Background: an optimization exercise with open tools, aiming at small area. Do not read the settings as production practice.
RTL that was checked went through simulation tests only; none was proved equivalent to the original.
No functional check of the RTL was part of run 3.
No run shown here takes its clock network from TritonCTS; it comes from the design's own scripts or RTL.
The flow treats the clock pin as an ideal source. Dropping or thinning the clock tree relies on that and would not hold on a real chip.
Power and IR drop assume default switching activity.

<file path="design/flow/design.v">
module Task3(
	input [7:0] X0,
	input [7:0] X1,
	input [7:0] X2,
	input [7:0] X3,
	input [7:0] A0,
	input [7:0] A1,
	input [7:0] A2,
	input [7:0] A3,
	input clk,
	input rst,
	input enable,
	output ready,
	output valid,
	output [17:0] result
);
reg rdy, vld;
reg [2:0] c;
reg [7:0] a0, a1, a2, a3;
reg [7:1] xs0, xs1, xs2, xs3;
reg rb;
reg [9:0] h;
assign ready = rdy;
assign valid = vld;
wire prelast = (c == 3'd6);
wire last = (c == 3'd7);
always @(posedge clk) begin
	if (rst) begin
		rdy <= 1'b1;
		vld <= 1'b0;
	end else begin
		rdy <= rdy ? ~enable : last;
		vld <= ~rdy & last;
	end
	c <= (rdy | rst) ? 3'd1 : c + 3'd1;
end
wire [7:0] ma0 = rdy ? A0 : a1;
wire [7:0] ma1 = rdy ? A1 : a2;
wire [7:0] ma2 = rdy ? A2 : a3;
wire [7:0] ma3 = rdy ? A3 : a0;
wire b0 = rdy ? X0[0] : xs1[1];
wire b1 = rdy ? X1[0] : xs2[1];
wire b2 = rdy ? X2[0] : xs3[1];
wire b3 = rdy ? X3[0] : xs0[1];
wire [9:0] nhin = rdy ? 10'h1ff : h;
wire [7:0] npp0 = {ma0[7] & b0, ~(ma0[6:0] & {7{b0}})};
wire [7:0] npp1 = {ma1[7] & b1, ~(ma1[6:0] & {7{b1}})};
wire [7:0] npp2 = {ma2[7] & b2, ~(ma2[6:0] & {7{b2}})};
wire [7:0] npp3 = {ma3[7] & b3, ~(ma3[6:0] & {7{b3}})};
wire s1;
wire c2;
wire s3;
wire c4;
wire s5;
wire c6;
wire s7;
wire c8;
wire s9;
wire c10;
wire s11;
wire c12;
wire s13;
wire c14;
wire s15;
wire c16;
wire s17;
wire c18;
wire s19;
wire c20;
wire s21;
wire c22;
wire s23;
wire c24;
wire s25;
wire c26;
wire s27;
wire c28;
wire s29;
wire c30;
wire s31;
wire c32;
wire s33;
wire c34;
wire s35;
wire c36;
wire s37;
wire c38;
wire s39;
wire c40;
wire s41;
wire c42;
wire s43;
wire c44;
wire s45;
wire c46;
wire s47;
wire c48;
wire s49;
wire c50;
wire s51;
wire c52;
wire s53;
wire c54;
wire s55;
wire c56;
wire s57;
wire c58;
wire s59;
wire c60;
wire s61;
wire c62;
wire s63;
wire c64;
wire [10:0] ns;    
assign s1 = nhin[0] ^ npp0[0] ^ npp1[0];
assign c2 = (nhin[0] & npp0[0]) | (nhin[0] & npp1[0]) | (npp0[0] & npp1[0]);
assign s3 = npp2[0] ^ npp3[0] ^ s1;
assign c4 = (npp2[0] & npp3[0]) | (npp2[0] & s1) | (npp3[0] & s1);
assign s5 = nhin[1] ^ npp0[1] ^ npp1[1];
assign c6 = (nhin[1] & npp0[1]) | (nhin[1] & npp1[1]) | (npp0[1] & npp1[1]);
assign s7 = npp2[1] ^ npp3[1] ^ c2;
assign c8 = (npp2[1] & npp3[1]) | (npp2[1] & c2) | (npp3[1] & c2);
assign s9 = s5 ^ c4 ^ s7;
assign c10 = (s5 & c4) | (s5 & s7) | (c4 & s7);
assign s11 = nhin[2] ^ npp0[2] ^ npp1[2];
assign c12 = (nhin[2] & npp0[2]) | (nhin[2] & npp1[2]) | (npp0[2] & npp1[2]);
assign s13 = npp2[2] ^ npp3[2] ^ c6;
assign c14 = (npp2[2] & npp3[2]) | (npp2[2] & c6) | (npp3[2] & c6);
assign s15 = s11 ^ c8 ^ s13;
assign c16 = (s11 & c8) | (s11 & s13) | (c8 & s13);
assign s17 = ~(c10 ^ s15);
assign c18 = c10 | s15;
assign s19 = nhin[3] ^ npp0[3] ^ npp1[3];
assign c20 = (nhin[3] & npp0[3]) | (nhin[3] & npp1[3]) | (npp0[3] & npp1[3]);
assign s21 = npp2[3] ^ npp3[3] ^ c12;
assign c22 = (npp2[3] & npp3[3]) | (npp2[3] & c12) | (npp3[3] & c12);
assign s23 = s19 ^ c14 ^ s21;
assign c24 = (s19 & c14) | (s19 & s21) | (c14 & s21);
assign s25 = c16 ^ s23 ^ c18;
assign c26 = (c16 & s23) | (c16 & c18) | (s23 & c18);
assign s27 = nhin[4] ^ npp0[4] ^ npp1[4];
assign c28 = (nhin[4] & npp0[4]) | (nhin[4] & npp1[4]) | (npp0[4] & npp1[4]);
assign s29 = npp2[4] ^ npp3[4] ^ c20;
assign c30 = (npp2[4] & npp3[4]) | (npp2[4] & c20) | (npp3[4] & c20);
assign s31 = s27 ^ c22 ^ s29;
assign c32 = (s27 & c22) | (s27 & s29) | (c22 & s29);
assign s33 = c24 ^ s31 ^ c26;
assign c34 = (c24 & s31) | (c24 & c26) | (s31 & c26);
assign s35 = nhin[5] ^ npp0[5] ^ npp1[5];
assign c36 = (nhin[5] & npp0[5]) | (nhin[5] & npp1[5]) | (npp0[5] & npp1[5]);
assign s37 = npp2[5] ^ npp3[5] ^ c28;
assign c38 = (npp2[5] & npp3[5]) | (npp2[5] & c28) | (npp3[5] & c28);
assign s39 = s35 ^ c30 ^ s37;
assign c40 = (s35 & c30) | (s35 & s37) | (c30 & s37);
assign s41 = c32 ^ s39 ^ c34;
assign c42 = (c32 & s39) | (c32 & c34) | (s39 & c34);
assign s43 = nhin[6] ^ npp0[6] ^ npp1[6];
assign c44 = (nhin[6] & npp0[6]) | (nhin[6] & npp1[6]) | (npp0[6] & npp1[6]);
assign s45 = npp2[6] ^ npp3[6] ^ c36;
assign c46 = (npp2[6] & npp3[6]) | (npp2[6] & c36) | (npp3[6] & c36);
assign s47 = s43 ^ c38 ^ s45;
assign c48 = (s43 & c38) | (s43 & s45) | (c38 & s45);
assign s49 = c40 ^ s47 ^ c42;
assign c50 = (c40 & s47) | (c40 & c42) | (s47 & c42);
assign s51 = nhin[7] ^ npp0[7] ^ npp1[7];
assign c52 = (nhin[7] & npp0[7]) | (nhin[7] & npp1[7]) | (npp0[7] & npp1[7]);
assign s53 = npp2[7] ^ npp3[7] ^ c44;
assign c54 = (npp2[7] & npp3[7]) | (npp2[7] & c44) | (npp3[7] & c44);
assign s55 = s51 ^ c46 ^ s53;
assign c56 = (s51 & c46) | (s51 & s53) | (c46 & s53);
assign s57 = c48 ^ s55 ^ c50;
assign c58 = (c48 & s55) | (c48 & c50) | (s55 & c50);
assign s59 = nhin[8] ^ c52 ^ c54;
assign c60 = (nhin[8] & c52) | (nhin[8] & c54) | (c52 & c54);
assign s61 = c56 ^ s59 ^ c58;
assign c62 = (c56 & s59) | (c56 & c58) | (s59 & c58);
assign s63 = nhin[9] ^ c60 ^ c62;
assign c64 = (nhin[9] & c60) | (nhin[9] & c62) | (c60 & c62);
assign ns = {c64, s63, s61, s57, s49, s41, s33, s25, s17, s9, s3};
wire [9:0] hnext = ns[10:1] ^ {prelast | last, {9{prelast}}};
wire rbit = ns[0] ^ ~last;
always @(posedge clk) begin
	a0 <= ma0; a1 <= ma1; a2 <= ma2; a3 <= ma3;
	if (rdy) begin
		xs0 <= X0[7:1]; xs1 <= X1[7:1]; xs2 <= X2[7:1]; xs3 <= X3[7:1];
	end else begin
		xs0 <= {rb, xs1[7:2]};
		xs1 <= {X1[7], xs2[7:2]};
		xs2 <= {X2[7], xs3[7:2]};
		xs3 <= {X3[7], xs0[7:2]};
	end
	rb <= rbit;
	h <= hnext;
end
assign result = {h, rb, xs0[7], xs3[6], xs2[5], xs1[4], xs0[3], xs3[2], xs2[1]};
endmodule
</file>
<file path="design/flow/flow/run.sh">
#!/bin/bash
# The standard layout with these changes:
# - the port buffers are the smallest buffer cell instead of the delay cell
#   buffer_ports picks by itself;
# - Yosys's synth skips its early "abc -fast";
# - after the standard synthesis (flip-flops untouched from here on):
#   flow/netopt.py removes the inverters that extract_fa leaves around the
#   full adders (it flips full adders and two-input gates to inverted logic
#   instead), merges duplicate cells and sizes gates back to size 1;
#   flow/remap.sh maps the remaining plain gates again with ABC's area
#   mapper; flow/netopt.py runs once more. This is tried with a few seeds of
#   netopt's search and the smallest netlist is kept;
# - after CTS, flow/clocktree.tcl replaces the clock tree by one level of
#   CLKTREE_NBUF buffers, each driving one group of nearby flip-flops.
set -euo pipefail
export PATH=$FLOW_HOME/../tools/install/yosys/bin:$PATH
export BUFFER_PORTS_ARGS="-buffer_cell sky130_fd_sc_hd__buf_1"
export SYNTH_ARGS="-noabc"
export POST_CTS_TCL=$PWD/flow/clocktree.tcl
export CLKTREE_NBUF=${CLKTREE_NBUF:-4}
export CLKTREE_CELL=${CLKTREE_CELL:-sky130_fd_sc_hd__clkbuf_8}
R=orfs/results/$FLOW_PLATFORM/Task3/base
bash standard.sh synth > synth.log 2>&1
cp $R/1_2_yosys.v yosys_standard.v
best=""
best_area=""
for seed in 1 2 3 4; do
  python3 flow/netopt.py yosys_standard.v netopt1_$seed.v --downsize --seed=$seed > netopt1_$seed.log 2>&1
  bash flow/remap.sh netopt1_$seed.v remap_$seed.v > remap_$seed.log 2>&1
  python3 flow/netopt.py remap_$seed.v netopt2_$seed.v --downsize > netopt2_$seed.log 2>&1
  area=$(grep -o 'cell area [0-9.]*' netopt2_$seed.log | awk '{print $3}')
  echo "seed $seed: cell area $area" >> choice.log
  if [[ -z "$best" ]] || awk "BEGIN{exit !($area < $best_area)}"; then best=$seed; best_area=$area; fi
done
echo "kept seed $best" >> choice.log
cp netopt2_$best.v $R/1_2_yosys.v
touch $R/1_2_yosys.v
bash standard.sh finish > finish.log 2>&1
</file>
<file path="design/flow/flow/clocktree.tcl">
# POST_CTS hook: replace the clock tree that CTS built by a one-level tree:
# the clock port drives CLKTREE_NBUF buffers (CLKTREE_CELL), each of which
# drives the clock pins of one group of flip-flops (groups made by splitting
# the flip-flops recursively by position). Then the buffers are legalized.
set nbuf [expr {[info exists ::env(CLKTREE_NBUF)] ? $::env(CLKTREE_NBUF) : 2}]
set cell [expr {[info exists ::env(CLKTREE_CELL)] ? $::env(CLKTREE_CELL) : "sky130_fd_sc_hd__clkbuf_8"}]
set db [ord::get_db]
set block [ord::get_db_block]
set master [$db findMaster $cell]
set clknet [$block findNet clk]

# flip-flop clock pins anywhere in the clock network
set sinks {}
foreach inst [$block getInsts] {
  set mname [[$inst getMaster] getName]
  if {[regexp {__(e?dfxtp|dfrtp|dfxbp|sdfxtp|edfxbp)_} $mname]} {
    lappend sinks [$inst findITerm CLK]
  }
}
# remove what CTS inserted: every non-flip-flop cell on the clock nets
# (buffers, inverters, dummy loads), then the nets CTS made
set cnets {}
foreach n [$block getNets] {
  if {$n eq $clknet || [$n getSigType] eq "CLOCK"} { lappend cnets $n }
}
set dead {}
foreach n $cnets {
  foreach it [$n getITerms] {
    set inst [$it getInst]
    if {[regexp {__(e?dfxtp|dfrtp|dfxbp|sdfxtp|edfxbp)_} [[$inst getMaster] getName]]} { continue }
    dict set dead [$inst getName] $inst
  }
}
set removed 0
dict for {nm inst} $dead {
  foreach it [$inst getITerms] { if {[$it getNet] ne "NULL"} { $it disconnect } }
  odb::dbInst_destroy $inst
  incr removed
}
foreach it $sinks { $it disconnect }
foreach n $cnets {
  if {$n ne $clknet} { odb::dbNet_destroy $n }
}
puts "clocktree: removed $removed clock buffers, [llength $sinks] sinks"

proc centre {its} {
  set sx 0; set sy 0
  foreach it $its {
    set b [[$it getInst] getBBox]
    set sx [expr {$sx + ([$b xMin] + [$b xMax]) / 2.0}]
    set sy [expr {$sy + ([$b yMin] + [$b yMax]) / 2.0}]
  }
  set n [llength $its]
  return [list [expr {$sx / $n}] [expr {$sy / $n}]]
}
proc split_groups {its k} {
  if {$k <= 1} { return [list $its] }
  set xs {}; set ys {}
  foreach it $its {
    set b [[$it getInst] getBBox]
    lappend xs [list $it [expr {([$b xMin] + [$b xMax]) / 2}] [expr {([$b yMin] + [$b yMax]) / 2}]]
  }
  set xv [lsort -real [lmap e $xs {lindex $e 1}]]
  set yv [lsort -real [lmap e $xs {lindex $e 2}]]
  set axis [expr {([lindex $xv end] - [lindex $xv 0]) >= ([lindex $yv end] - [lindex $yv 0]) ? 1 : 2}]
  set sorted [lsort -real -index $axis $xs]
  set ka [expr {$k / 2}]
  set h [expr {int(round([llength $sorted] * double($ka) / $k))}]
  set a [lmap e [lrange $sorted 0 [expr {$h - 1}]] {lindex $e 0}]
  set b [lmap e [lrange $sorted $h end] {lindex $e 0}]
  return [concat [split_groups $a $ka] [split_groups $b [expr {$k - $ka}]]]
}
set groups [split_groups $sinks $nbuf]
set i 0
foreach g $groups {
  set inst [odb::dbInst_create $block $master "clktree_buf_$i"]
  set net [odb::dbNet_create $block "clktree_net_$i"]
  $net setSigType CLOCK
  [$inst findITerm A] connect $clknet
  [$inst findITerm X] connect $net
  foreach it $g { $it connect $net }
  lassign [centre $g] cx cy
  $inst setLocation [expr {int($cx)}] [expr {int($cy)}]
  $inst setPlacementStatus PLACED
  puts "clocktree: clktree_buf_$i drives [llength $g] flip-flops"
  incr i
}
foreach it [$clknet getITerms] {
  puts "clocktree: clk drives [[$it getInst] getName]/[[$it getMTerm] getName]"
}
detailed_placement
estimate_parasitics -placement
report_clock_skew
</file>
<file path="design/flow/flow/fixassign.py">
#!/usr/bin/env python3
"""fixassign.py IN.v OUT.v: keep only module Task3 of a Yosys netlist and
replace "assign port = {nets}" aliases by naming those nets after the port
bits, so that the netlist has no assign statements."""
import re, sys
t = open(sys.argv[1]).read()
m = re.search(r"^module Task3\(.*?^endmodule\n", t, re.S | re.M)
t = m.group(0)
widths = {}
for kind, rng, names in re.findall(r"^\s*(input|output)\s*(\[\d+:\d+\])?\s*([^;]+);", t, re.M):
    for nm in names.split(","):
        nm = nm.strip()
        if rng:
            hi, lo = map(int, rng[1:-1].split(":"))
            widths[nm] = list(range(hi, lo - 1, -1)) if hi >= lo else list(range(hi, lo + 1))
        else:
            widths[nm] = None
ren = {}
def tokens(rhs):
    rhs = rhs.strip()
    if rhs.startswith("{"):
        rhs = rhs[1:-1]
    out = []
    for tok in re.findall(r"\\\S+\s|[A-Za-z_][\w$]*(?:\[\d+\])?|\d+'[bh][0-9a-fA-FxzXZ]+", rhs):
        out.append(tok.strip())
    return out
keep = []
for line in t.split("\n"):
    mm = re.match(r"\s*assign\s+(\S+)\s*=\s*(.*);\s*$", line)
    if not mm:
        keep.append(line)
        continue
    lhs, rhs = mm.group(1), mm.group(2)
    toks = tokens(rhs)
    if lhs in widths:
        bits = [lhs] if widths[lhs] is None else [f"{lhs}[{b}]" for b in widths[lhs]]
    else:
        bits = [lhs]
    if len(bits) != len(toks) or any("'" in x for x in toks):
        raise SystemExit(f"fixassign: cannot handle: {line}")
    for b, x in zip(bits, toks):
        if x in ren or x.split("[")[0] in widths:
            raise SystemExit(f"fixassign: cannot handle: {line}")
        ren[x] = b
t = "\n".join(keep)
def sub(mo):
    n = mo.group(1).strip()
    return "(" + ren.get(n, n) + (" " if ren.get(n, n).startswith("\\") else "") + ")"
t = re.sub(r"\(([^()]*)\)", lambda mo: sub(mo) if mo.group(1).strip() in ren else mo.group(0), t)
open(sys.argv[2], "w").write(t)
print(f"fixassign: {len(ren)} nets renamed")
</file>
<file path="design/flow/flow/netopt.py">
#!/usr/bin/env python3
"""Inverter clean-up on a Yosys netlist of sky130hd cells.

Yosys's extract_fa leaves inverters around the full adders it finds. A full
adder is self-dual: inverting its three inputs inverts both outputs. This
script removes every inverter it can, chooses for each full adder whether it
works on inverted signals, and for some two-input gates whether they give the
inverted function (nand2 <-> and2, nor2 <-> or2, xor2 <-> xnor2), so that as
few inverters as possible are needed; then puts back one inverter per signal
that some input still needs inverted. Flip-flops are not touched.

Usage: netopt.py IN.v OUT.v [--downsize] [--anneal] [--seed=N]
"""
import os, re, sys, random

P = "sky130_fd_sc_hd__"
OUTPINS = {"X", "Y", "Q", "Q_N", "SUM", "COUT", "HI", "LO", "GCLK"}
AREA = {"inv_1": 3.7536, "nand2_1": 3.7536, "and2_1": 6.256, "nor2_1": 3.7536,
        "or2_1": 6.256, "xor2_1": 8.7584, "xnor2_1": 8.7584}
OUTPIN = {"nand2_1": "Y", "and2_1": "X", "nor2_1": "Y", "or2_1": "X", "xor2_1": "X", "xnor2_1": "Y"}
SWAP = {"nand2_1": "and2_1", "and2_1": "nand2_1", "nor2_1": "or2_1", "or2_1": "nor2_1",
        "xor2_1": "xnor2_1", "xnor2_1": "xor2_1"}

LIBF = os.path.join(os.environ.get("FLOW_HOME", "/OpenROAD-flow-scripts/flow"),
                    "platforms/sky130hd/lib/sky130_fd_sc_hd__tt_025C_1v80.lib")
CAREA = {}
_lib = open(LIBF).read()
for _m in re.finditer(r'cell\s*\(\s*"?sky130_fd_sc_hd__(\w+)"?\s*\)\s*\{', _lib):
    _a = re.search(r"area\s*:\s*([\d.]+)", _lib[_m.end():_m.end() + 5000])
    if _a:
        CAREA[_m.group(1)] = float(_a.group(1))
src = open(sys.argv[1]).read()
if re.search(r"^\s*assign\b", src, re.M):
    open(sys.argv[2], "w").write(src)
    print("netopt: netlist has assign statements; left as it is")
    sys.exit(0)

inst_re = re.compile(r"^(\s*)(" + P + r"\w+)\s+(\S+)\s*\((.*?)\);\n", re.S | re.M)
pin_re = re.compile(r"\.(\w+)\(([^()]*)\)")
m0 = inst_re.search(src)
head = src[:m0.start()]
insts = []
last = m0.start()
tail_parts = []
for m in inst_re.finditer(src):
    if src[last:m.start()].strip():
        raise SystemExit("netopt: unexpected text between instances")
    pins = [(p, n.strip()) for p, n in pin_re.findall(m.group(4))]
    insts.append({"type": m.group(2)[len(P):], "name": m.group(3), "pins": pins})
    last = m.end()
tail = src[last:]

# port nets
ports = set()
for kind, rng, names in re.findall(r"^\s*(input|output)\s*(\[\d+:\d+\])?\s*([^;]+);", head, re.M):
    for nm in names.split(","):
        nm = nm.strip()
        if rng:
            hi, lo = map(int, rng[1:-1].split(":"))
            for b in range(min(hi, lo), max(hi, lo) + 1):
                ports.add(f"{nm}[{b}]")
        else:
            ports.add(nm)

# clean-up before the polarity search:
# - merge cells of the same type with the same inputs (Yosys's extract_fa
#   can make the same half adder twice);
# - a half adder with one output used becomes an and2 (carry) or xor2 (sum).
def loads_of():
    ld = {}
    for it in insts:
        for p, n in it["pins"]:
            if p not in OUTPINS:
                ld[n] = ld.get(n, 0) + 1
    return ld
ports_text = head
nmerged = 0
changed = True
while changed:
    changed = False
    seen = {}
    for k, it in enumerate(insts):
        if it is None or re.match(r"(e?dfxtp|dfrtp|dfxbp|sdfxtp|edfxbp|clk)", it["type"]):
            continue
        ins = tuple(sorted((p, n) for p, n in it["pins"] if p not in OUTPINS))
        key = (it["type"], ins)
        if key in seen:
            j = seen[key]
            ren = {}
            for p, n in it["pins"]:
                if p in OUTPINS:
                    other = dict(insts[j]["pins"])[p]
                    ren[n] = other
            if any(n in ports for n in ren):
                continue
            for it2 in insts:
                if it2 is None:
                    continue
                it2["pins"] = [(p, ren.get(n, n) if p not in OUTPINS else n) for p, n in it2["pins"]]
            insts[k] = None
            nmerged += 1
            changed = True
            break
        seen[key] = k
insts = [it for it in insts if it is not None]
nha = 0
ld = loads_of()
for it in insts:
    if it["type"] == "ha_1":
        d = dict(it["pins"])
        su, co = ld.get(d["SUM"], 0) or d["SUM"] in ports, ld.get(d["COUT"], 0) or d["COUT"] in ports
        if su and not co:
            it["type"] = "xor2_1"; it["pins"] = [("A", d["A"]), ("B", d["B"]), ("X", d["SUM"])]; nha += 1
        elif co and not su:
            it["type"] = "and2_1"; it["pins"] = [("A", d["A"]), ("B", d["B"]), ("X", d["COUT"])]; nha += 1

driver = {}
for k, it in enumerate(insts):
    for p, n in it["pins"]:
        if p in OUTPINS:
            driver[n] = (k, p)

def is_inv(it):
    return re.fullmatch(r"(clk)?inv_\d+", it["type"]) is not None

removable = set()
for k, it in enumerate(insts):
    if is_inv(it):
        out = dict(it["pins"])["Y"]
        if out not in ports:
            removable.add(k)

def lit(net):
    q = 0
    seen = 0
    while net in driver and driver[net][0] in removable:
        net = dict(insts[driver[net][0]]["pins"])["A"]
        q ^= 1
        seen += 1
        if seen > 50:
            raise SystemExit("netopt: inverter loop")
    return net, q

# variables, by instance index k:
#  full adder: ("f", k) flips inputs and outputs together (self-dual);
#  half adder: ("h", k) takes both inputs inverted (built as xor2 + nor2);
#  and2/nand2/or2/nor2: ("o", k) output phase, ("i", k) De Morgan: inverted
#    inputs (and2(x, y) = nor2(~x, ~y), ...);
#  xor2/xnor2: ("o", k) output phase.
FAM = {"nand2_1": (0, 1), "and2_1": (0, 0), "nor2_1": (1, 0), "or2_1": (1, 1)}
FAMT = {v: k for k, v in FAM.items()}
XORF = {"xor2_1": 0, "xnor2_1": 1}
XORT = {0: "xor2_1", 1: "xnor2_1"}
# other cells whose output can be taken inverted by changing the cell
OPH = {"o22ai_1": "o22a_1", "o22a_1": "o22ai_1", "a22oi_1": "a22o_1", "a22o_1": "a22oi_1",
       "nand3_1": "and3_1", "and3_1": "nand3_1", "nor3_1": "or3_1", "or3_1": "nor3_1",
       "a21oi_1": "a21o_1", "a21o_1": "a21oi_1", "o21ai_0": "o21a_1", "o21a_1": "o21ai_0"}
for _t in OPH:
    OUTPIN[_t] = "Y" if _t.endswith("i_1") or _t.endswith("i_0") or _t.startswith("n") else "X"
fa = [k for k, it in enumerate(insts) if it["type"] == "fa_1"]
ha = [k for k, it in enumerate(insts) if it["type"] == "ha_1"]
fam = [k for k, it in enumerate(insts) if it["type"] in FAM and k not in removable]
xrs = [k for k, it in enumerate(insts) if it["type"] in XORF or it["type"] in OPH]
variables = [("f", k) for k in fa] + [("h", k) for k in ha] + \
    [(v, k) for k in fam for v in ("o", "i")] + [("o", k) for k in xrs]
state = {v: 0 for v in variables}

def outphase(k):
    if ("f", k) in state:
        return state[("f", k)]
    return state.get(("o", k), 0)

def inflip(k):
    if ("f", k) in state:
        return state[("f", k)]
    if ("h", k) in state:
        return state[("h", k)]
    return state.get(("i", k), 0)

root_of_inst = {}
var_of_root = {}
for k in fa + fam + xrs:
    for p, n in insts[k]["pins"]:
        if p in OUTPINS:
            var_of_root[n] = k
            root_of_inst.setdefault(k, []).append(n)
fixed_roots = {r for r in var_of_root if r in ports}

# consumers: (instance, pin index, root, q)
cons = []
for k, it in enumerate(insts):
    if k in removable:
        continue
    for j, (p, n) in enumerate(it["pins"]):
        if p in OUTPINS or n == "" or n.startswith("1'"):
            continue
        r, q = lit(n)
        cons.append((k, j, r, q))
roots = {}
for c in cons:
    roots.setdefault(c[2], []).append(c)
inputs_of = {}
for c in cons:
    inputs_of.setdefault(c[0], set()).add(c[2])

def phys(r):
    k = var_of_root.get(r)
    return outphase(k) if k is not None else 0

def need_inv(r):
    pr = phys(r)
    return any((q ^ inflip(k)) != pr for k, _, _, q in roots.get(r, ()))

def gate_cost(k):
    t = insts[k]["type"]
    if t in FAM:
        i, o = FAM[t]
        return AREA[FAMT[(i ^ state[("i", k)], o ^ state[("o", k)])]]
    if t in OPH:
        return CAREA[OPH[t]] if state[("o", k)] else CAREA[t]
    return 0.0

def root_cost(r):
    c = AREA["inv_1"] if need_inv(r) else 0.0
    if r in fixed_roots and phys(r):
        c += 1e6
    return c

def cost():
    return sum(root_cost(r) for r in roots) + sum(gate_cost(k) for k in fam + xrs) + \
        sum(1e6 for r in fixed_roots if phys(r))

def affected(v):
    k = v[1]
    rs = set(inputs_of.get(k, ()))
    rs.update(root_of_inst.get(k, ()))
    return k, rs

aff = {v: affected(v) for v in variables}

def local(v):
    k, rs = aff[v]
    return sum(root_cost(r) for r in rs) + gate_cost(k) + sum(1e6 for r in rs if r in fixed_roots and phys(r) and r not in roots)

start_cost = cost()
if "--flipfa" in sys.argv:
    for k in fa:
        state[("f", k)] = 1
best = cost()
best_state = dict(state)
SEED = int(([a.split("=")[1] for a in sys.argv if a.startswith("--seed=")] or ["1"])[0])
random.seed(SEED)
import math
cur = best
if "--anneal" in sys.argv:
    # simulated annealing on single moves
    T0, T1 = 4.0, 0.05
    N = 60 * len(variables) + 20000
    for it_ in range(N):
        T = T0 * (T1 / T0) ** (it_ / N)
        v = variables[random.randrange(len(variables))]
        before = local(v)
        state[v] ^= 1
        d = local(v) - before
        if d <= 0 or random.random() < math.exp(-d / T):
            cur += d
            if cur < best - 1e-9:
                best = cur
                best_state = dict(state)
        else:
            state[v] ^= 1
else:
    for it_ in range(60):
        improved = True
        while improved:
            improved = False
            for v in variables:
                before = local(v)
                state[v] ^= 1
                if local(v) < before - 1e-9:
                    improved = True
                else:
                    state[v] ^= 1
        cur = cost()
        if cur < best - 1e-9:
            best = cur
            best_state = dict(state)
        state = dict(best_state)
        for v in random.sample(variables, min(len(variables), random.randint(2, 10))):
            state[v] ^= 1
state = dict(best_state)
improved = True
while improved:
    improved = False
    for v in variables:
        before = local(v)
        state[v] ^= 1
        if local(v) < before - 1e-9:
            improved = True
        else:
            state[v] ^= 1
best = cost()
best_state = dict(state)
state = best_state

def esc(n):
    return n + " " if n.startswith("\\") else n

# rebuild; with DOWNSIZE, gates that synthesis sized up go back to size 1
# (the placer's repair adds buffers where a net then needs them)
DOWNSIZE = "--downsize" in sys.argv
ndown = [0]
n_inv_before = sum(1 for k in removable)
newinsts = []
invnet = {}
extra_wires = []
for r, cl in roots.items():
    if need_inv(r):
        nn = "_ninv_" + re.sub(r"[^A-Za-z0-9_]", "_", r) + "_"
        invnet[r] = nn
        extra_wires.append(nn)
pins_new = {k: list(it["pins"]) for k, it in enumerate(insts)}
for k, j, r, q in cons:
    want = q ^ inflip(k)
    p = pins_new[k][j][0]
    pins_new[k][j] = (p, r if want == phys(r) else invnet[r])
out = [head.rstrip("\n") + "\n"]
for w in extra_wires:
    out.append(f"  wire {w};\n")
for k, it in enumerate(insts):
    if k in removable:
        continue
    t = it["type"]
    if t in FAM and k in fam:
        i, o = FAM[t]
        t = FAMT[(i ^ state[("i", k)], o ^ state[("o", k)])]
    elif t in XORF:
        t = XORT[XORF[t] ^ state[("o", k)]]
    elif t in OPH and state[("o", k)]:
        t = OPH[t]
    m = re.fullmatch(r"(nand2|nand3|nand4|nor2|nor3|nor4|or2|or3|and2|and3|inv|xor2|xnor2|a21oi|o21ai|mux2)_(2|4|6|8)", t)
    if m and DOWNSIZE:
        t = m.group(1) + "_1"
        ndown[0] += 1
    pl = pins_new[k]
    if k in ha and state[("h", k)]:
        d = dict(pl)
        out.append(f"  {P}xor2_1 {esc(it['name'] + '_x')}(\n    .A({esc(d['A'])}),\n    .B({esc(d['B'])}),\n    .X({esc(d['SUM'])})\n  );\n")
        out.append(f"  {P}nor2_1 {esc(it['name'] + '_n')}(\n    .A({esc(d['A'])}),\n    .B({esc(d['B'])}),\n    .Y({esc(d['COUT'])})\n  );\n")
        continue
    if t != it["type"] and t in OUTPIN:
        o = OUTPIN[t]
        pl = [(o if p in OUTPINS else p, n) for p, n in pl]
    pins = ",\n".join(f"    .{p}({esc(n)})" for p, n in pl)
    out.append(f"  {P}{t} {it['name']} (\n{pins}\n  );\n")
for i, (r, nn) in enumerate(invnet.items()):
    out.append(f"  {P}inv_1 _ninv{i}_ (\n    .A({esc(r)}),\n    .Y({nn})\n  );\n")
out.append(tail)
text = "".join(out)

# nand2(nand2(a, b), nand2(c, d)) = a&b | c&d: one a22o_1 (8.76) instead of
# three nand2_1 (11.26), when the inner nands drive nothing else; the same
# for nor2(nor2(a, b), nor2(c, d)) = (a|b)&(c|d), one o22a_1
def a22o_pass(text):
    ms = list(inst_re.finditer(text))
    cells = []
    for m in ms:
        pins = [(p, n.strip()) for p, n in pin_re.findall(m.group(4))]
        cells.append([m.group(2)[len(P):], m.group(3), pins, m])
    drv = {}
    nload = {}
    for i, (t, nm, pins, m) in enumerate(cells):
        for p, n in pins:
            if p in OUTPINS:
                drv[n] = i
            else:
                nload[n] = nload.get(n, 0) + 1
    drop = set()
    repl = {}
    count = 0
    for i, (t, nm, pins, m) in enumerate(cells):
        if t not in ("nand2_1", "nor2_1") or i in drop:
            continue
        d = dict(pins)
        inner = []
        for pin in ("A", "B"):
            n = d[pin]
            j = drv.get(n)
            if j is None or j == i or j in drop or cells[j][0] != t or nload.get(n, 0) != 1 or n in ports:
                break
            inner.append(j)
        if len(inner) != 2 or inner[0] == inner[1]:
            continue
        d1, d2 = dict(cells[inner[0]][2]), dict(cells[inner[1]][2])
        big = "a22o_1" if t == "nand2_1" else "o22a_1"
        repl[i] = (f"  {P}{big} {nm} (\n    .A1({esc(d1['A'])}),\n    .A2({esc(d1['B'])}),\n"
                   f"    .B1({esc(d2['A'])}),\n    .B2({esc(d2['B'])}),\n    .X({esc(d['Y'])})\n  );\n")
        drop.update(inner)
        count += 1
    res = []
    last = 0
    for i, (t, nm, pins, m) in enumerate(cells):
        res.append(text[last:m.start()])
        if i in drop:
            pass
        elif i in repl:
            res.append(repl[i])
        else:
            res.append(m.group(0))
        last = m.end()
    res.append(text[last:])
    return "".join(res), count

text, na22 = a22o_pass(text)
open(sys.argv[2], "w").write(text)
cell_area = sum(CAREA.get(m.group(2)[len(P):], 0.0) for m in inst_re.finditer(text))
print(f"netopt: {nmerged} duplicate cells merged, {nha} half adders made single gates; "
      f"{len(fa)} full adders ({sum(state[('f', k)] for k in fa)} flipped), "
      f"{len(ha)} half adders ({sum(state[('h', k)] for k in ha)} as xor2+nor2), "
      f"{len(fam)} and/or gates ({sum(state[('o', k)] | state[('i', k)] for k in fam)} changed), "
      f"inverters {n_inv_before} removed, {len(invnet)} added; "
      f"modelled area {start_cost:.1f} -> {best:.1f}; {ndown[0]} gates downsized; "
      f"{na22} nand2/nor2 triples made a22o/o22a; cell area {cell_area:.2f}")
</file>
<file path="design/flow/flow/remap.abc">
strash
dch
amap
topo
strash
dch -f
amap
topo
</file>
<file path="design/flow/flow/remap.sh">
#!/bin/bash
# remap.sh IN.v OUT.v : map again, with ABC's area mapper (remap.abc), all the
# gates of a sky130hd netlist except its flip-flops, full adders and half
# adders, which stay as they are (same instances, same names).
set -euo pipefail
HERE=$(cd "$(dirname "$0")" && pwd)
PLAT=${FLOW_HOME:-/OpenROAD-flow-scripts/flow}/platforms/sky130hd
LIB=$PLAT/lib/sky130_fd_sc_hd__tt_025C_1v80.lib
DONT="$(sed -n '/DONT_USE_CELLS/,/^$/p' $PLAT/config.mk | grep -o 'sky130_fd_sc_hd__[a-z0-9_]*' | sed 's/^/-dont_use /' | tr '\n' ' ')"
TMP=$(mktemp -d remap.XXXXXX)
yosys -p "
read_liberty -ignore_miss_func $LIB
read_verilog $1
hierarchy -top Task3
setattr -mod -set keep_hierarchy 1 sky130_fd_sc_hd__fa_* sky130_fd_sc_hd__ha_* sky130_fd_sc_hd__*df*
flatten
opt_clean
abc -liberty $LIB $DONT -script $HERE/remap.abc
opt_clean -purge
splitnets
stat -liberty $LIB
write_verilog -noattr -noexpr $TMP/all.v
"
python3 $HERE/fixassign.py $TMP/all.v $2
rm -rf $TMP
</file>
<file path="design/flow/standard.sh">
#!/bin/bash
# synth_recipe.tcl (not shown) runs the flow's synth.tcl, then flattens the netlist and writes it again
# the make line also repeats each setting of config.mk as NAME=value (left out here)
make -C /OpenROAD-flow-scripts/flow DESIGN_CONFIG=/design/flow/config.mk WORK_HOME=/design/flow/orfs CLKGATE_MAP_FILE= SYNTH_SCRIPT=/design/flow/synth_recipe.tcl "${@:-finish}"
</file>
<file path="design/flow/config.mk">
export PLATFORM = sky130hd
export DESIGN_NAME = Task3
export DESIGN_NICKNAME = Task3
export VERILOG_FILES = /design/flow/design.v
export SDC_FILE = /design/flow/constraint.sdc
export NUM_CORES = 4
export LEC_CHECK = 0
export ABC_AREA = 1
export CAP_MARGIN = 20
export CORE_MARGIN = 2
export CORE_UTILIZATION = 60
export SLEW_MARGIN = 20
</file>
<file path="design/flow/constraint.sdc">
create_clock -name core_clock -period 8.0 [get_ports {clk}]
set_input_delay 1.6000 -clock core_clock [delete_from_list [all_inputs] [get_ports {clk}]]
set_output_delay 1.6000 -clock core_clock [all_outputs]
set_load 0.01 [all_outputs]
</file>
==> flow_summary.yaml, run 1 <==
drt:
  num_vias: 2313
  dr_wl_met2_um: 3080
  top_layer_used: "met4"
  viasPerCell: 5.15
  met3_length_um: 321
  drt-met1-wl_um: 2620
  antenna_left: 0
  wl_per_cell_um: 13.5
  drt_pass1_iterations: 4
  drt_iter0_drc: 95
  wl_um: 6070
  drcViolationCount: 0
min_path:
  hold_path.class: "reg2reg"
  worst_hold_path.num_cells: 1
  holdPathEnd: "xs3[1]"
  holdCritStartpoint: "xs0[2]"
setup_path:
  r2r_start: "rdy"
  ff2ff_path_depth: 18
  setup.worst_path.class: "in2reg"
  critPathCaptureType: "flop"
  timing.rr.end: "h[8]"
  required_ns: 8.05
  worst_setup_path_start_kind: "primary input"
  path_max_fanout: 8
  arrival_ns: 6.40
  r2r_slack_ns: 2.04
global_route:
  overflow: 0
  grt_first_pass_wirelength_um: 9820
  grt_usage_pct: 23.0
  grt_max_degree: 74
  antenna_found_initial: 0
  grt_pass1_vias: 2182
power:
  power_frac_seq_pct: 40.9
  peakVddDrop_mv: 0.226
  fin_total_pwr_mw: 1.20
  power_frac_clock_pct: 11.5
  p_int_mw: 0.769
  power_leakage_nw: 1.49
  p_sw_mw: 0.436
  p_comb_share_pct: 47.6
  swShare_pct: 36.2
  pwr_density_cell_nw_per_um2: 338
die:
  rows: 26
  initial_core_util_pct: 61.2
  io_pins: 87
  coreArea_um2: 5010
  dieArea_um2: 5700
  die_h_um: 75.5
  die_w_um: 75.5
cts:
  clock-sinks: 76
  clk_latency_ns: 0.17
  cts.clk_slew.worst_paths_ns: 0.11
sta:
  fmax_mhz: 157
  fin_crit_ns: 6.36
  fin_crit_sh_pct: 79.4
  final-setup-viol-count: 0
  finalHoldViolations: 0
  rsz0062_at_grt: "no"
  skew_ns: 0.00924
  setup_tns_ns: 0
  tightest_slew_ns: 0.784
  drv_slew: 0
  slew_headroom_pct: 47.7
cells_and_area:
  nFillCells: 431
  syn_to_final_growth_pct: 16.2
  multi_input_area_um2: 1400
  diodes: 0
  nets: 480
  drive_gt1_share_pct: 2.64
  final-seq-area_um2: 1520
synthesis:
  synth_fp_nets: 384
  mappedNetlistArea_um2: 3070
  avgSynthCellArea_um2: 10.8
  netlist_instances: 285
  yosysWarnings: 1
place:
  io_buffer_count: 86
  gp_congestion: 0.790
  dp_hpwl_um: 4420
run:
  maxCapViolCount: 0
status:
  status: "timing/DRC/antenna clean"
stage by stage:
stage	setup WS, ns	area, um2	hold slack [ns]	std cells	utilization [%]
floorplan	0.268	3070	0.425	285	-
global placement	1.54	3510	0.430	445	70.0
detailed placement	1.41	3510	0.439	445	70.0
global route	1.34	3560	0.483	449	71.1
finish	1.64	3560	0.460	449	71.1
layer usage:
layer	vias to the layer above	GRT usage (%)
met1	1092	30.2
li1	1156	-
met5	-	0
met3	2	5.03
met2	63	39.8
met4	0	4.68
flip-flops by register name, summed over array words and instances (netlist names):
register and cells:
c 3, h 10, xs3 7, vld 1, rb 1, a0 8
xs1 7, a2 8, a3 8, rdy 1, xs0 7, xs2 7
a1 8
power by group through the flow:
stage | Clock [mW] | Sequential [mW] | Combinational [mW]
finish | 0.139 | 0.493 | 0.573
global route | 0.153 | 0.501 | 0.672
detailed placement | 0 | 0.502 | 0.577
global placement | 0 | 0.499 | 0.552
floorplan | 0 | 0.522 | 0.406
layout by cell type (no fill, tap or decap), types with 2 or more instances in the layout:
| cell | count |
|---|---|
| nor2b_1 | 2 |
| dfxtp_1 | 75 |
| o22a_1 | 25 |
| nand2_1 | 3 |
| a21oi_1 | 10 |
| inv_1 | 39 |
| fa_1 | 31 |
| buf_1 | 86 |
| or2_0 | 2 |
| clkbuf_8 | 4 |
| o22ai_1 | 36 |
| buf_4 | 4 |
| nor2_1 | 54 |
how the worst max path moves through the flow:
| stage | startpoint | end | slack (ns) | cells past startpoint |
|---|---|---|---|---|
| after detailed placement | X1[0] | h[8] | 1.41 | 18 |
| after global routing | X1[0] | h[8] | 1.34 | 18 |
| after global placement | X1[0] | h[8] | 1.54 | 18 |
| final | X1[0] | h[8] | 1.64 | 18 |
| after floorplan | rdy | h[8] | 0.27 | 17 |
worst max-delay path: stages:
cell	delay, ns
buf_1	0.07
o22ai_1	0.06
buf_4	0.21
nor2_1	0.15
fa_1	0.47
fa_1	0.44
fa_1	0.44
ha_1	0.23
fa_1	0.41
fa_1	0.43
fa_1	0.42
fa_1	0.40
inv_1	0.08
fa_1	0.19
fa_1	0.19
fa_1	0.43
nor2_1	0.12
a21oi_1	0.05
layout make-up:
| class | count | share of cell area (%) |
|---|---|---|
| Tap cell | 70 | 2.46 |
| Sequential cell | 76 | 42.7 |
| Timing Repair Buffer | 90 | 9.90 |
| Buffer | 4 | 1.54 |
| Inverter | 40 | 4.21 |
| Multi-Input combinational cell | 169 | 39.2 |
==> run 2, diff against run 1 <==
--- a/design/flow/design.v
+++ b/design/flow/design.v
@@ -14,24 +14,21 @@
 	output valid,
 	output [17:0] result
 );
-reg rdy, vld;
+reg rdy;
 reg [2:0] c;
 reg [7:0] a0, a1, a2, a3;
 reg [7:1] xs0, xs1, xs2, xs3;
 reg rb;
 reg [9:0] h;
 assign ready = rdy;
-assign valid = vld;
+assign valid = rdy & ~c[0];
 wire prelast = (c == 3'd6);
 wire last = (c == 3'd7);
 always @(posedge clk) begin
-	if (rst) begin
+	if (rst)
 		rdy <= 1'b1;
-		vld <= 1'b0;
-	end else begin
+	else
 		rdy <= rdy ? ~enable : last;
-		vld <= ~rdy & last;
-	end
 	c <= (rdy | rst) ? 3'd1 : c + 3'd1;
 end
 wire [7:0] ma0 = rdy ? A0 : a1;
==> run 2 against run 1 <==
Net effect:
- still clean on timing, DRC and antenna
- design area fell by 0.67%
- routed wire length rose by 4.5%
- via count rose by 0.39%
- first-iteration DRC count rose by 18%
- combinational power fell by 0.9%
- sequential cell count fell by 1
- fmax fell by 6.0%
- sequential share of layout area fell by 0.28 points
- register-to-register slack barely moved
- critical path type unchanged
==> flow_summary.yaml, run 2 <==
sta:
  fin_crit_ns: 6.76
  finalHoldViolations: 0
  fin_crit_sh_pct: 84.5
  setup_tns_ns: 0
  slew_headroom_pct: 41.2
  rsz0062_at_grt: "no"
  tightest_slew_ns: 0.882
  skew_ns: 0.00831
  final-setup-viol-count: 0
  fmax_mhz: 148
  drv_slew: 0
die:
  io_pins: 87
  dieArea_um2: 5660
  initial_core_util_pct: 63.2
  rows: 25
  die_w_um: 75.3
  die_h_um: 75.3
  coreArea_um2: 4820
setup_path:
  required_ns: 8.06
  ff2ff_path_depth: 17
  critPathCaptureType: "flop"
  r2r_start: "rdy"
  setup.worst_path.class: "in2reg"
  arrival_ns: 6.82
  path_max_fanout: 8
  timing.rr.end: "h[8]"
  worst_setup_path_start_kind: "primary input"
  r2r_slack_ns: 2.03
cells_and_area:
  drive_gt1_share_pct: 2.65
  syn_to_final_growth_pct: 16.2
  final-seq-area_um2: 1500
  multi_input_area_um2: 1400
  nets: 479
  mostFrequentLayoutCells: "86 x buf_1, 74 x dfxtp_1, 54 x nor2_1, 39 x inv_1, 36 x o22ai_1"
  diodes: 0
  largest_reg_flops: 10
  top_register: "h"
  final_common_cell: "buf_1"
  utilization_pct: 73.5
  nFillCells: 412
min_path:
  holdPathEnd: "xs3[1]"
  hold_path.class: "reg2reg"
  worst_hold_path.num_cells: 1
  holdCritStartpoint: "xs0[2]"
synthesis:
  avgSynthCellArea_um2: 10.7
  netlist_instances: 284
  mappedNetlistArea_um2: 3050
  synth_fp_nets: 383
  yosysWarnings: 1
drt:
  drt_iter0_drc: 112
  wl_per_cell_um: 14.3
  viasPerCell: 5.22
  antenna_left: 0
  wl_um: 6350
  num_vias: 2322
  drt_pass1_iterations: 4
  drcViolationCount: 0
status:
  status: "timing/DRC/antenna clean"
power:
  pwr_density_cell_nw_per_um2: 339
  peakVddDrop_mv: 0.327
  power_leakage_nw: 1.48
place:
  dp_hpwl_um: 4580
  gp_congestion: 0.815
  io_buffer_count: 86
global_route:
  grt_max_degree: 63
  grt_first_pass_wirelength_um: 10200
  grt_usage_pct: 24.3
  overflow: 0
  antenna_found_initial: 0
  grt_pass1_vias: 2261
cts:
  clk_latency_ns: 0.17
  clock-sinks: 75
  cts.clk_slew.worst_paths_ns: 0.11
run:
  maxCapViolCount: 0
[run 2: per-layer routing]
metal,vias to the layer above,track usage [%],share of wire [%]
li1,1146,-,-
met1,1120,30.9,44
met2,52,42.3,51
met3,4,5.89,4.8
met4,0,5.65,0.90
met5,-,0,0
[run 2: final cells by class]
| class | count | share of cell area (%) |
|---|---|---|
| flip-flops and latches | 75 | 42.5 |
| repair buffers | 90 | 9.97 |
| multi-input cells | 169 | 39.4 |
| inverters | 40 | 4.24 |
| plain buffers | 4 | 1.56 |
| well taps | 67 | 2.37 |
[run 2: report_power, final]
part | total [mW] | internal, mW | switching (mW)
Clock | 0.139 | 0.0468 | 0.0923
Sequential | 0.491 | 0.459 | 0.0317
Combinational | 0.568 | 0.260 | 0.309
Total | 1.20 | 0.766 | 0.433
[run 2: how the worst max path moves through the flow]
| stage | startpoint | endpoint | depth (start not counted) |
|---|---|---|---|
| global route | X0[0] | h[8] | 17 |
| detailed placement | X0[0] | h[8] | 17 |
| floorplan | rdy | h[8] | 17 |
| finish | X0[0] | h[8] | 17 |
| global placement | X0[0] | h[8] | 17 |
[run 2: stage by stage]
step / worst slack, ns / hold slack (ns) / area, um2 / power (mW) / instances
after floorplan: 0.221 / 0.420 / 3050 / 0.923 / 284
after global placement: 1.22 / 0.432 / 3480 / 1.04 / 441
after detailed placement: 1.03 / 0.435 / 3480 / 1.07 / 441
after global routing: 0.901 / 0.485 / 3540 / 1.32 / 445
final: 1.24 / 0.457 / 3540 / 1.20 / 445
[run 2: critical path: stages]
cell and delay, ns:
buf_1 0.08, o22ai_1 0.65, nor2_1 0.16, fa_1 0.44
fa_1 0.54, fa_1 0.43, ha_1 0.22, fa_1 0.42
fa_1 0.44, fa_1 0.42, fa_1 0.39, inv_1 0.08
fa_1 0.19, fa_1 0.18, fa_1 0.43, nor2_1 0.12
a21oi_1 0.04
==> run 3, diff against run 2 <==
--- a/design/flow/design.v
+++ b/design/flow/design.v
@@ -15,6 +15,7 @@
 	output [17:0] result
 );
 reg rdy;
+reg nrdy;    
 reg [2:0] c;
 reg [7:0] a0, a1, a2, a3;
 reg [7:1] xs0, xs1, xs2, xs3;
@@ -25,18 +26,21 @@
 wire prelast = (c == 3'd6);
 wire last = (c == 3'd7);
 always @(posedge clk) begin
-	if (rst)
+	if (rst) begin
 		rdy <= 1'b1;
-	else
+		nrdy <= 1'b0;
+	end else begin
 		rdy <= rdy ? ~enable : last;
+		nrdy <= rdy ? enable : ~last;
+	end
 	c <= (rdy | rst) ? 3'd1 : c + 3'd1;
 end
-wire [7:0] ma0 = rdy ? A0 : a1;
-wire [7:0] ma1 = rdy ? A1 : a2;
+wire [7:0] ma0 = nrdy ? a1 : A0;
+wire [7:0] ma1 = nrdy ? a2 : A1;
 wire [7:0] ma2 = rdy ? A2 : a3;
 wire [7:0] ma3 = rdy ? A3 : a0;
-wire b0 = rdy ? X0[0] : xs1[1];
-wire b1 = rdy ? X1[0] : xs2[1];
+wire b0 = nrdy ? xs1[1] : X0[0];
+wire b1 = nrdy ? xs2[1] : X1[0];
 wire b2 = rdy ? X2[0] : xs3[1];
 wire b3 = rdy ? X3[0] : xs0[1];
 wire [9:0] nhin = rdy ? 10'h1ff : h;
@@ -178,11 +182,14 @@
 wire rbit = ns[0] ^ ~last;
 always @(posedge clk) begin
 	a0 <= ma0; a1 <= ma1; a2 <= ma2; a3 <= ma3;
-	if (rdy) begin
-		xs0 <= X0[7:1]; xs1 <= X1[7:1]; xs2 <= X2[7:1]; xs3 <= X3[7:1];
-	end else begin
+	if (nrdy) begin
 		xs0 <= {rb, xs1[7:2]};
 		xs1 <= {X1[7], xs2[7:2]};
+	end else begin
+		xs0 <= X0[7:1]; xs1 <= X1[7:1];
+	end
+	if (rdy) begin xs2 <= X2[7:1]; xs3 <= X3[7:1];
+	end else begin
 		xs2 <= {X2[7], xs3[7:2]};
 		xs3 <= {X3[7], xs0[7:2]};
 	end
==> run 3 against run 2 <==
Net effect:
- first-iteration DRC count shrank 21%
- power down 12%
- sequential share of layout area up 0.18 points
- hold slack got worse by 0.016 ns
- final cell count up 1.1%
- largest power group is now sequential cells
==> flow_summary.yaml, run 3 <==
synthesis:
  netlist_instances: 287
  mappedNetlistArea_um2: 3080
  avgSynthCellArea_um2: 10.7
  yosysWarnings: 1
  synth_fp_nets: 387
die:
  initial_core_util_pct: 61.1
  die_h_um: 75.7
  dieArea_um2: 5720
  die_w_um: 75.7
  rows: 26
  coreArea_um2: 5040
  io_pins: 87
cells_and_area:
  fin_area_um2: 3570
  syn_to_final_growth_pct: 15.8
  layoutNonFillerInstCount: 450
  mostFrequentLayoutCells: "86 x buf_1, 76 x dfxtp_1, 43 x nor2_1, 42 x inv_1, 36 x o22ai_1"
  largest_reg_flops: 10
  drive_gt1_share_pct: 1.84
  top_register: "h"
  final_common_cell: "buf_1"
  diodes: 0
  nets: 482
  utilization_pct: 70.8
min_path:
  hold_path.class: "reg2reg"
sta:
  fmax_mhz: 150
  rsz0062_at_grt: "no"
  setup_tns_ns: 0
  final-setup-viol-count: 0
  finalHoldViolations: 0
  whs_ns: 0.442
  skew_ns: 0.0125
  fin_ws_ns: 1.32
  fin_crit_ns: 6.68
  fin_crit_sh_pct: 83.5
  slew_headroom_pct: 32.9
  tightest_slew_ns: 1.01
  drv_slew: 0
drt:
  drcViolationCount: 0
  antenna_left: 0
  wl_per_cell_um: 14.2
  num_vias: 2352
  wl_um: 6400
  drt_iter0_drc: 88
  drt_pass1_iterations: 4
  viasPerCell: 5.23
setup_path:
  arrival_ns: 6.75
  setup.worst_path.class: "in2reg"
  critPathCaptureType: "flop"
  required_ns: 8.07
  path_max_fanout: 8
  worst_setup_path_start_kind: "primary input"
cts:
  clk_latency_ns: 0.17
  cts.clk_slew.worst_paths_ns: 0.12
  clock-sinks: 76
place:
  io_buffer_count: 86
  dp_hpwl_um: 4710
  place_area_um2: 3510
  place_ws_ns: 1.08
  dp.cells: 446
  gp_congestion: 0.824
global_route:
  antenna_found_initial: 0
  grt_usage_pct: 24.3
  grt_first_pass_wirelength_um: 10200
  grt_pass1_vias: 2278
  overflow: 0
  grt_max_degree: 42
power:
  pwr_density_cell_nw_per_um2: 296
  fin_total_pwr_mw: 1.06
  peakVddDrop_mv: 0.209
  power_leakage_nw: 1.51
run:
  maxCapViolCount: 0
status:
  status: "timing/DRC/antenna clean"
[run 3: changes by cell type in the layout (fill, tap and decap cells not counted), sizes merged, moves of 2 or more]
cell and delta:
a21oi -7, inv +2, nand2 +9, nor2 -11, o21ai +10
[run 3: layer usage]
metal  GRT usage (%)  up-vias  part of all wire [%]  wire length [um]
li1                -     1149                     -                 -
met1            31.5     1126                    44              2810
met2            41.0       68                    49              3160
met3            6.22        9                   5.1               325
met4            6.24        0                   1.6               102
met5               0        -                     0                 0
[run 3: path summary, 6_finish.rpt]
check | start | slack (ns) | end | depth (start not counted)
worst max-delay path | X1[0] | 1.32 | h[8] | 17
worst min-delay path | xs2[2] | 0.44 | xs1[1] | 1
worst max register to register | nrdy | 1.78 | h[8] | 17
worst min register to register | xs2[2] | 0.44 | xs1[1] | 1
[run 3: final cells by class]
cell class	instances	area, um2
buffer	4	55.1
fill	426	1470
inverter	42	158
multi-input combinational	169	1400
sequential	76	1520
tap	70	87.6
timing repair buffer	89	345
[run 3: critical path: stages]
cell and delay (ns):
buf_1 0.07, o22ai_1 0.58, nor2_1 0.16, fa_1 0.45, fa_1 0.53, fa_1 0.41
ha_1 0.21, fa_1 0.42, fa_1 0.43, fa_1 0.44, fa_1 0.40, inv_1 0.08
fa_1 0.20, fa_1 0.19, fa_1 0.43, nand2_1 0.07, o21ai_0 0.08
[run 3: report_power, final]
part / leakage [nW] / internal, mW / switching, mW
combinational: 0.837 / 0.201 / 0.242
clock: 0.0288 / 0.0468 / 0.0950
sequential: 0.640 / 0.449 / 0.0244
total: 1.51 / 0.697 / 0.361
==> run 4, diff against run 3 <==
--- a/design/flow/design.v
+++ b/design/flow/design.v
@@ -15,7 +15,6 @@
 	output [17:0] result
 );
 reg rdy;
-reg nrdy;    
 reg [2:0] c;
 reg [7:0] a0, a1, a2, a3;
 reg [7:1] xs0, xs1, xs2, xs3;
@@ -26,21 +25,18 @@
 wire prelast = (c == 3'd6);
 wire last = (c == 3'd7);
 always @(posedge clk) begin
-	if (rst) begin
+	if (rst)
 		rdy <= 1'b1;
-		nrdy <= 1'b0;
-	end else begin
+	else
 		rdy <= rdy ? ~enable : last;
-		nrdy <= rdy ? enable : ~last;
-	end
 	c <= (rdy | rst) ? 3'd1 : c + 3'd1;
 end
-wire [7:0] ma0 = nrdy ? a1 : A0;
-wire [7:0] ma1 = nrdy ? a2 : A1;
+wire [7:0] ma0 = rdy ? A0 : a1;
+wire [7:0] ma1 = rdy ? A1 : a2;
 wire [7:0] ma2 = rdy ? A2 : a3;
 wire [7:0] ma3 = rdy ? A3 : a0;
-wire b0 = nrdy ? xs1[1] : X0[0];
-wire b1 = nrdy ? xs2[1] : X1[0];
+wire b0 = rdy ? X0[0] : xs1[1];
+wire b1 = rdy ? X1[0] : xs2[1];
 wire b2 = rdy ? X2[0] : xs3[1];
 wire b3 = rdy ? X3[0] : xs0[1];
 wire [9:0] nhin = rdy ? 10'h1ff : h;
@@ -182,14 +178,11 @@
 wire rbit = ns[0] ^ ~last;
 always @(posedge clk) begin
 	a0 <= ma0; a1 <= ma1; a2 <= ma2; a3 <= ma3;
-	if (nrdy) begin
+	if (rdy) begin
+		xs0 <= X0[7:1]; xs1 <= X1[7:1]; xs2 <= X2[7:1]; xs3 <= X3[7:1];
+	end else begin
 		xs0 <= {rb, xs1[7:2]};
 		xs1 <= {X1[7], xs2[7:2]};
-	end else begin
-		xs0 <= X0[7:1]; xs1 <= X1[7:1];
-	end
-	if (rdy) begin xs2 <= X2[7:1]; xs3 <= X3[7:1];
-	end else begin
 		xs2 <= {X2[7], xs3[7:2]};
 		xs3 <= {X3[7], xs0[7:2]};
 	end
--- a/design/flow/flow/run.sh
+++ b/design/flow/flow/run.sh
@@ -9,7 +9,8 @@
 #   instead), merges duplicate cells and sizes gates back to size 1;
 #   flow/remap.sh maps the remaining plain gates again with ABC's area
 #   mapper; flow/netopt.py runs once more. This is tried with a few seeds of
-#   netopt's search and the smallest netlist is kept;
+#   netopt's search, and with all full adders flipped at its start, and the
+#   smallest netlist is kept;
 # - after CTS, flow/clocktree.tcl replaces the clock tree by one level of
 #   CLKTREE_NBUF buffers, each driving one group of nearby flip-flops.
 set -euo pipefail
@@ -24,15 +25,17 @@
 cp $R/1_2_yosys.v yosys_standard.v
 best=""
 best_area=""
-for seed in 1 2 3 4; do
-  python3 flow/netopt.py yosys_standard.v netopt1_$seed.v --downsize --seed=$seed > netopt1_$seed.log 2>&1
+for cand in 1 2 3 4 f1 f2 f3; do
+  case $cand in f*) opts="--flipfa --seed=${cand#f}" ;; *) opts="--seed=$cand" ;; esac
+  seed=$cand
+  python3 flow/netopt.py yosys_standard.v netopt1_$seed.v --downsize $opts > netopt1_$seed.log 2>&1
   bash flow/remap.sh netopt1_$seed.v remap_$seed.v > remap_$seed.log 2>&1
   python3 flow/netopt.py remap_$seed.v netopt2_$seed.v --downsize > netopt2_$seed.log 2>&1
   area=$(grep -o 'cell area [0-9.]*' netopt2_$seed.log | awk '{print $3}')
-  echo "seed $seed: cell area $area" >> choice.log
+  echo "candidate $seed ($opts): cell area $area" >> choice.log
   if [[ -z "$best" ]] || awk "BEGIN{exit !($area < $best_area)}"; then best=$seed; best_area=$area; fi
 done
-echo "kept seed $best" >> choice.log
+echo "kept candidate $best" >> choice.log
 cp netopt2_$best.v $R/1_2_yosys.v
 touch $R/1_2_yosys.v
 bash standard.sh finish > finish.log 2>&1
==> run 4 against run 3 <==
Net effect:
- still clean
- utilization increased by 2.9 points
- routed wire length decreased by 2.5%
- power increased by 12%
==> flow_summary.yaml, run 4 <==
status:
  status: "timing/DRC/antenna clean"
min_path:
  worst_hold_path.num_cells: 1
  hold_path.class: "reg2reg"
  holdCritStartpoint: "c[0]"
drt:
  drcViolationCount: 0
  num_vias: 2334
  wl_um: 6240
  wl_per_cell_um: 14.2
  drt_pass1_iterations: 4
  antenna_left: 0
  viasPerCell: 5.30
  drt_iter0_drc: 119
die:
  io_pins: 87
  initial_core_util_pct: 63.3
  dieArea_um2: 5640
  die_w_um: 75.1
  die_h_um: 75.1
  rows: 25
  coreArea_um2: 4790
power:
  power_leakage_nw: 1.48
  pwr_density_cell_nw_per_um2: 336
  fin_total_pwr_mw: 1.18
  peakVddDrop_mv: 0.270
setup_path:
  cpPeakStageDelay_ns: 0.56
  path_max_fanout: 8
  critPathCaptureType: "flop"
  crit_chain: "buf_1 > o22ai_1 > buf_4 > nor2_1 > fa_1 > fa_1 > fa_1 > ha_1 > fa_1 > fa_1 > fa_1 > fa_1 > fa_1 > fa_1 > fa_1 > nor2_1 > a21oi_1"
  r2r_start: "rdy"
  endpoint: "h[8]"
  crit_top_cell: "fa_1"
  arrival_ns: 6.94
  timing.rr.end: "h[8]"
  worst_setup_path_start_kind: "primary input"
  crit_start: "X1[0]"
  setup.worst_path.class: "in2reg"
  cpMaxStageDelayCell: "fa_1"
  required_ns: 8.10
  ff2ff_path_depth: 17
  r2r_slack_ns: 1.72
cts:
  cts.clk_slew.worst_paths_ns: 0.11
  clock-sinks: 75
  clk_latency_ns: 0.17
cells_and_area:
  mostFrequentLayoutCells: "86 x buf_1, 74 x dfxtp_1, 52 x nor2_1, 36 x o22ai_1, 34 x inv_1"
  top_register: "h"
  final_common_cell: "buf_1"
  fin_area_um2: 3520
  nets: 474
  drive_gt1_share_pct: 2.68
  largest_reg_flops: 10
  diodes: 0
  syn_to_final_growth_pct: 16.3
global_route:
  grt_usage_pct: 24.3
  grt_first_pass_wirelength_um: 10100
  grt_pass1_vias: 2289
  antenna_found_initial: 0
  grt_max_degree: 58
  overflow: 0
sta:
  rsz0062_at_grt: "no"
  fin_crit_sh_pct: 85.6
  finalHoldViolations: 0
  slew_headroom_pct: 48.6
  setup_tns_ns: 0
  skew_ns: 0.00825
  fmax_mhz: 146
  final-setup-viol-count: 0
  drv_slew: 0
  fin_crit_ns: 6.85
  tightest_slew_ns: 0.771
place:
  dp_hpwl_um: 4660
  place_area_um2: 3470
  io_buffer_count: 86
  gp_congestion: 0.793
synthesis:
  avgSynthCellArea_um2: 10.9
  yosysWarnings: 1
  mappedNetlistArea_um2: 3030
  synth_fp_nets: 378
  netlist_instances: 279
run:
  maxCapViolCount: 0
[run 4: per-layer routing]
metal,track usage [%],wire length [um],up-vias
met4,5.75,59,0
met5,0,0,-
met3,5.76,364,6
li1,-,-,1134
met1,31.7,2640,1126
met2,41.3,3170,68
[run 4: cell type report]
cell class | instances | area, um2
Buffer | 4 | 55.1
Fill cell | 378 | 1260
Inverter | 35 | 131
Multi-Input combinational cell | 169 | 1400
Sequential cell | 75 | 1500
Tap cell | 67 | 83.8
Timing Repair Buffer | 90 | 353
[run 4: where the power goes]
group	internal, mW	switching (mW)	leakage, nW	total, mW
clock network	0.0467	0.0912	0.0288	0.138
logic	0.253	0.301	0.821	0.554
registers	0.459	0.0322	0.632	0.492
[run 4: worst min-delay path by stage]
stage,to
2_1_floorplan,c[0]
3_3_place_gp,c[0]
3_5_place_dp,c[0]
5_1_grt,xs2[2]
6_report,c[0]
[run 4: critical path: cells and delay by family]
| family | cells | cell delay, ns |
|---|---|---|
| AOI/OAI and AO/OA | 2 | 0.25 |
| adders and majority gates | 11 | 4.67 |
| buffers and inverters | 2 | 0.28 |
| and+or+nand+nor | 2 | 0.13 |
[run 4: per-stage QoR]
stage          setup slack, ns  util, %  hold WS, ns  cells
6_report                  1.15     73.6        0.448    440
5_1_grt                  0.877     73.6        0.474    440
3_5_place_dp             0.935     72.5        0.428    436
3_3_place_gp              1.06     72.5        0.424    436
2_1_floorplan            0.661        -        0.408    279
==> run 5, diff against run 4 <==
--- a/design/flow/config.mk
+++ b/design/flow/config.mk
@@ -9,4 +9,5 @@
 export CAP_MARGIN = 20
 export CORE_MARGIN = 2
 export CORE_UTILIZATION = 60
+export GPL_TIMING_DRIVEN = 0
 export SLEW_MARGIN = 20
==> run 5 against run 4 <==
Net effect:
- utilization is 0.16 points lower
- largest cell class unchanged
- final cell count shrank 0.68%
- critical path depth unchanged
- synthesized area is the same
- critical endpoint unchanged
- clock skew is 0.0058 ns higher
- critical path type is now reg2reg
- fmax shrank 7.2%
==> flow_summary.yaml, run 5 <==
status:
  status: "timing/DRC/antenna clean"
setup_path:
  required_ns: 8.10
  arrival_ns: 7.48
  critPathCaptureType: "flop"
  path_max_fanout: 73
  setup.worst_path.class: "reg2reg"
  worst_setup_path_start_kind: "flop"
power:
  p_int_mw: 0.756
  p_sw_mw: 0.419
  peakVddDrop_mv: 0.249
  power_frac_seq_pct: 42.7
  swShare_pct: 35.7
  pwr_density_cell_nw_per_um2: 334
  p_comb_share_pct: 45.8
  power_frac_clock_pct: 11.6
  power_leakage_nw: 1.47
drt:
  wl_um: 6470
  wl_per_cell_um: 14.8
  drt_pass1_iterations: 4
  antenna_left: 0
  drcViolationCount: 0
  num_vias: 2321
  viasPerCell: 5.31
  drt_iter0_drc: 112
cts:
  cts.clk_slew.worst_paths_ns: 0.12
  clk_latency_ns: 0.17
  clock-sinks: 75
global_route:
  grt_use_met2_pct: 41.1
  grt_max_degree: 74
  grt_first_pass_wirelength_um: 10200
  grt_pass1_vias: 2271
  grt_usage_pct: 24.2
  use_met3_pct: 5.76
  overflow: 0
  grt_busiest_layer: "met2"
  grt_use_met1_pct: 31.5
  antenna_found_initial: 0
sta:
  slew_headroom_pct: 35.2
  rsz0062_at_grt: "no"
  skew_ns: 0.0141
  whs_ns: 0.461
  fin_crit_sh_pct: 92.2
  tightest_slew_ns: 0.972
  fmax_mhz: 136
  fin_crit_ns: 7.38
  finalHoldViolations: 0
  final-setup-viol-count: 0
  drv_slew: 0
die:
  io_pins: 87
  coreArea_um2: 4790
  die_h_um: 75.1
  initial_core_util_pct: 63.3
  dieArea_um2: 5640
  rows: 25
  die_w_um: 75.1
cells_and_area:
  nets: 471
  drive_gt1_share_pct: 1.89
  diodes: 0
  final_common_cell: "buf_1"
  mostFrequentLayoutCells: "86 x buf_1, 74 x dfxtp_1, 52 x nor2_1, 36 x o22ai_1, 34 x inv_1"
  nFillCells: 373
  largest_reg_flops: 10
  fin_area_um2: 3520
  top_register: "h"
  utilization_pct: 73.5
  syn_to_final_growth_pct: 16.0
synthesis:
  mappedNetlistArea_um2: 3030
  synth_fp_nets: 378
  yosysWarnings: 1
  avgSynthCellArea_um2: 10.9
  netlist_instances: 279
min_path:
  hold_path.class: "reg2reg"
place:
  io_buffer_count: 86
  gp_congestion: 0.792
  dp_hpwl_um: 4480
  place_area_um2: 3460
run:
  maxCapViolCount: 0
## run 5: path summary, 6_finish.rpt
| path | depth (start not counted) | endpoint | slack (ns) | start |
|---|---|---|---|---|
| hold reg to reg | 1 | xs1[1] | 0.46 | xs2[2] |
| setup reg to reg | 17 | h[8] | 0.62 | rdy |
| setup / recovery | 17 | h[8] | 0.62 | rdy |
| hold / removal | 1 | xs1[1] | 0.46 | xs2[2] |
## run 5: critical path: stages (launching register included)
cell	delay [ns]
dfxtp_4	0.86
inv_2	0.36
buf_12	0.29
o22ai_1	0.75
nor2_1	0.17
fa_1	0.46
fa_1	0.53
fa_1	0.43
ha_1	0.21
fa_1	0.41
fa_1	0.43
fa_1	0.42
fa_1	0.44
fa_1	0.44
fa_1	0.42
fa_1	0.51
nor2_1	0.05
a21oi_1	0.12
## run 5: layout make-up
type                            count  area, um2  area share (%)
Sequential cell                    75       1510            42.8
Multi-Input combinational cell    169       1400            39.8
Timing Repair Buffer               87        343            9.75
Inverter                           35        131            3.74
Tap cell                           67       83.8            2.38
Buffer                              4       55.1            1.57
## run 5: through the flow
| stage | TNS (ns) | power, mW | cells | setup slack [ns] |
|---|---|---|---|---|
| after floorplan | 0 | 0.904 | 279 | 0.661 |
| after global placement | -1.88 | 1.02 | 432 | -0.797 |
| after detailed placement | 0 | 1.04 | 433 | 0.418 |
| after global routing | 0 | 1.29 | 437 | 0.242 |
| final | 0 | 1.18 | 437 | 0.624 |
## run 5: power groups by stage
stage,Combinational [mW],Clock (mW),Sequential (mW)
after floorplan,0.387,0,0.517
final,0.538,0.136,0.501
after detailed placement,0.531,0,0.509
after global routing,0.625,0.154,0.510
after global placement,0.510,0,0.508
## run 5: per-layer routing
layer	up-vias	routed length (um)
met5	-	0
met3	12	318
met2	65	3250
met4	0	106
li1	1134	-
met1	1110	2790

[re-timing with driven ports]
The results above use ideal ports. As a check the final layouts listed here were re-extracted and re-timed, cells and wires unchanged.
Step 1: set_driving_cell puts a clkbuf_16 on clk and a buf_2 on each other input, an assumption about the parent block.
Step 2 also shifts input and output timing later by t, the mid clock arrival at the registers, as if the neighbouring blocks saw the same clock.
Slacks: ideal / step 1 / step 2; pairs: ideal / step 1.
run	shift t [ns]	setup WS [ns]	clock arrival spread, ns	pins driven straight from the clock port
run 1	0.222	1.645 / 1.679 / 1.457	0.012 / 0.012	4
run 2	0.224	1.239 / 1.278 / 1.054	0.010 / 0.011	4
run 3	0.224	1.317 / 1.353 / 1.129	0.012 / 0.013	4
run 4	0.220	1.153 / 1.187 / 0.967	0.008 / 0.008	4
run 5	0.219	0.624 / 0.624 / 0.462	0.015 / 0.014	4
After both steps every run listed still meets setup and hold.
